This is an optimization exercise on Yosys and OpenROAD, whose aim is small area, a short achievable clock period and few clock cycles per item, not a production implementation.
Function was checked by simulation only, so behaviour that the tests miss may differ from the original.

Design systolic_array_integration, start of the top module:
module systolic_array_integration #(
    parameter DATA_WIDTH = 32,
    parameter M = 3
) (
    input  wire clk,
    input  wire reset,
    input  wire start,
    input  wire [M-1:0]              s_valid_w,
    output wire [M-1:0]              s_ready_w,
    input  wire [M*DATA_WIDTH-1:0]   s_data_w,
    input  wire [M-1:0]              s_valid_a,
    output wire [M-1:0]              s_ready_a,
    input  wire [M*DATA_WIDTH-1:0]   s_data_a,
    output wire [M*M*DATA_WIDTH-1:0] result_out,
    output reg done
);
Size in the first run: ~18000 cells after synthesis, ~2500 flip-flops, ~500 I/O pins, ~200000 sq um of cells after synthesis.
clock: 12.0 ns
lec_check: 0
cap_margin: 70
core_margin: 2
core_utilization: 60
place_density: 0.75
slew_margin: 70
synth_hierarchical: 1
standard.sh (not shown) runs the stock make flow with config.mk's settings and CLKGATE_MAP_FILE= SYNTH_SCRIPT=/design/flow/synth_recipe.tcl, a recipe that flattens the netlist after the stock synthesis.
==> flow/flow/run.sh <==
#!/bin/bash
# Layout flow: the standard layout (standard.sh, all ORFS steps from
# synthesis to the routed layout), except that the input and output port
# buffers are inserted as sky130_fd_sc_hd__buf_4 rather than the flow's
# default choice. Every port still gets its own buffer.
set -euo pipefail
export BUFFER_PORTS_ARGS="-buffer_cell sky130_fd_sc_hd__buf_4"
bash standard.sh > standard_flow.log 2>&1
Testbench counts at the start, summed over its fixed seeds: cycles 3,360, items 480.
Then changed:
--- a/flow/design.v
+++ b/flow/design.v
@@ -1,20 +1,22 @@
 module PE (
     input  wire        clk,
     input  wire        reset,
     input  wire [31:0] a_next,  
     input  wire [5:0]  hv_next,  
     input  wire [31:0] w_next,   
+    output wire [31:0] a_now,   
     output reg  [31:0] result
 );
   wire [15:0] one, two, neg;
   skid_buffer booth (.clk(clk), .en(&hv_next), .w(w_next), .one(one), .two(two), .neg(neg));
   reg  [31:0] a;
   always @(posedge clk) a <= a_next;
+  assign a_now = a;
   reg  [31:0] acc0;
   reg  [30:0] acc1;
   reg  [30:0] acc2;
   reg  [9:0] acc_x;
   wire [30:0] ar0 = acc0[30:0];
   wire [30:0] ar1 = acc1;
   wire [30:0] ar2 = acc2;
   wire as31 = acc0[31];
@@ -868,55 +870,63 @@
     always @(posedge clk) begin
         for (i = 0; i < 16; i = i + 1) begin
             one[i] <= en & (wx[2*i+1] ^ wx[2*i]);
             two[i] <= en & ((wx[2*i+2] & ~wx[2*i+1] & ~wx[2*i]) | (~wx[2*i+2] & wx[2*i+1] & wx[2*i]));
             neg[i] <= wx[2*i+2] & ~(wx[2*i+1] & wx[2*i]);
         end
     end
 endmodule
-module sync_fifo (
+module sync_fifo #(
+    parameter OWN_HEAD = 1
+) (
     input  wire        clk,
     input  wire        reset,
     input  wire        s_valid,
     output wire        s_ready,
     input  wire [31:0] s_data,
     input  wire        pop,
     output wire        hv_next,
     output wire        hold,
     output wire [31:0] head_next,
-    output wire [31:0] head
+    input  wire [31:0] head_in
 );
     reg [1:0]  taken;    
     reg        ready;    
     reg [1:0]  n;        
-    reg [31:0] q0, q1, q2;
+    reg [31:0] q1, q2;
+    wire [31:0] q0;          
     assign s_ready = ready;
-    wire       push   = s_valid & s_ready;
+    wire       push   = s_valid & (taken != 2'd3);    
     wire [1:0] m      = n - {1'b0, pop};    
     wire [1:0] n_next = m + {1'b0, push};
     assign hold      = n[1] | (n[0] & ~pop);    
     assign hv_next   = push | hold;              
     assign head_next = (push && m == 2'd0) ? s_data : (pop ? q1 : q0);
-    assign head      = q0;
     always @(posedge clk or posedge reset) begin
         if (reset) begin
             taken <= 2'd0;
             ready <= 1'b1;
             n     <= 2'd0;
         end else begin
-            if (push) begin
-                taken <= taken + 2'd1;
-                ready <= (taken != 2'd2);
-            end
+            if (push) taken <= taken + 2'd1;
+            ready <= ~((taken == 2'd3) | (push & (taken == 2'd2)));
             n <= n_next;
         end
     end
+    generate
+        if (OWN_HEAD) begin : own
+            reg [31:0] h;
+            always @(posedge clk) h <= head_next;
+            assign q0 = h;
+        end else begin : ext
+            assign q0 = head_in;
+        end
+    endgenerate
     always @(posedge clk) begin
-        q0 <= head_next;
         if (push && m == 2'd1)  q1 <= s_data;
         else if (pop)           q1 <= q2;
         if (push && m == 2'd2)  q2 <= s_data;
     end
 endmodule
 module systolic_array_integration #(
     parameter DATA_WIDTH = 32,
     parameter M = 3
@@ -929,58 +939,62 @@
     input  wire [M*DATA_WIDTH-1:0]   s_data_w,
     input  wire [M-1:0]              s_valid_a,
     output wire [M-1:0]              s_ready_a,
     input  wire [M*DATA_WIDTH-1:0]   s_data_a,
     output wire [M*M*DATA_WIDTH-1:0] result_out,
     output reg done
 );
     wire [M-1:0] hvn_w, hvn_a;
-    wire [31:0]  hn_w [0:M-1];
-    wire [31:0]  hn_w_unused [0:M-1];
+    wire [M-1:0] hold_unused_w, hold_unused_a;
+    wire [31:0]  hn_w [0:M-1];    
     wire [31:0]  hn_a [0:M-1];
-    wire [31:0]  ha [0:M-1];
+    wire [31:0]  ha   [0:M-1];    
     wire [5:0]   hv_cell = {hvn_w, hvn_a} & {6{~reset}};
     reg  [1:0] step;       
     reg        fire;       
     reg        started;
-    wire       fire_next = (&hvn_w) & (&hvn_a) & ~reset;
     genvar i, j;
     generate
         for (i = 0; i < M; i = i + 1) begin : lane
-            sync_fifo wq (
+            sync_fifo #(.OWN_HEAD(1)) wq (
                 .clk(clk), .reset(reset),
                 .s_valid(s_valid_w[i]), .s_ready(s_ready_w[i]),
                 .s_data(s_data_w[i*32 +: 32]),
-                .pop(fire), .hv_next(hvn_w[i]), .head_next(hn_w[i]),
-                .head(hn_w_unused[i]));
-            sync_fifo aq (
+                .pop(fire), .hv_next(hvn_w[i]), .hold(hold_unused_w[i]),
+                .head_next(hn_w[i]), .head_in(32'd0));
+            sync_fifo #(.OWN_HEAD(0)) aq (
                 .clk(clk), .reset(reset),
                 .s_valid(s_valid_a[i]), .s_ready(s_ready_a[i]),
                 .s_data(s_data_a[i*32 +: 32]),
-                .pop(fire), .hv_next(hvn_a[i]), .head_next(hn_a[i]),
-                .head(ha[i]));
+                .pop(fire), .hv_next(hvn_a[i]), .hold(hold_unused_a[i]),
+                .head_next(hn_a[i]), .head_in(ha[i]));
         end
         for (i = 0; i < M; i = i + 1) begin : row
             for (j = 0; j < M; j = j + 1) begin : col
+                wire [31:0] a_now;
                 PE pe_unit (
                     .clk(clk), .reset(reset),
                     .a_next(hn_a[i]),
                     .hv_next(hv_cell), .w_next(hn_w[j]),
+                    .a_now(a_now),
                     .result(result_out[(i*M+j)*32 +: 32]));
+                if (j == 0) begin : head
+                    assign ha[i] = a_now;
+                end
             end
         end
     endgenerate
     always @(posedge clk or posedge reset) begin
         if (reset) begin
             step    <= 2'd0;
             fire    <= 1'b0;
             started <= 1'b0;
             done    <= 1'b0;
         end else begin
-            fire <= fire_next;
+            fire <= &hv_cell;
             if (fire) step <= step + 2'd1;
             if (start) started <= 1'b1;
             if ((start | started) && step == 2'd3)
                 done <= 1'b1;
         end
     end
 endmodule
Via count hardly moves; design area is lower by 0.52%; cell count is lower by about 0.6%; wire length is higher by about 0.54%; die area is lower by about 0.43%; global-route usage is higher by 0.29 points; synthesized area is lower by about 0.43%.
Testbench counts after the change, summed over its fixed seeds: cycles 3,360, items 480.

[separate check: timing with driven ports]
No port has a modelled driver above. Below, the same layouts with a new extraction and two added sets of constraints. Step 1 sets driving cells, clkbuf_16 on the clock port and buf_2 on the other inputs (assumed; they add their load-dependent delay and slew). Step 2 also shifts input and output timing later by t, the mid clock arrival at the registers, as if the neighbouring blocks saw the same clock. Three values: ideal ports, drivers, drivers and shift; two values: the first two.
run | t (ns) | slack for setup (ns) | worst setup path after step 2 | worst data-port slew with drivers (ns)
the first run | 1.054 | 7.741 / 7.741 / 6.980 | input to register | 0.26
the second run | 1.048 | 7.683 / 7.573 / 6.863 | input to register | 0.31
After both steps every run listed still meets setup and hold. For the second run, which loses most, drivers alone change the setup slack by -0.110 ns; drivers and shift together by -0.820 ns.
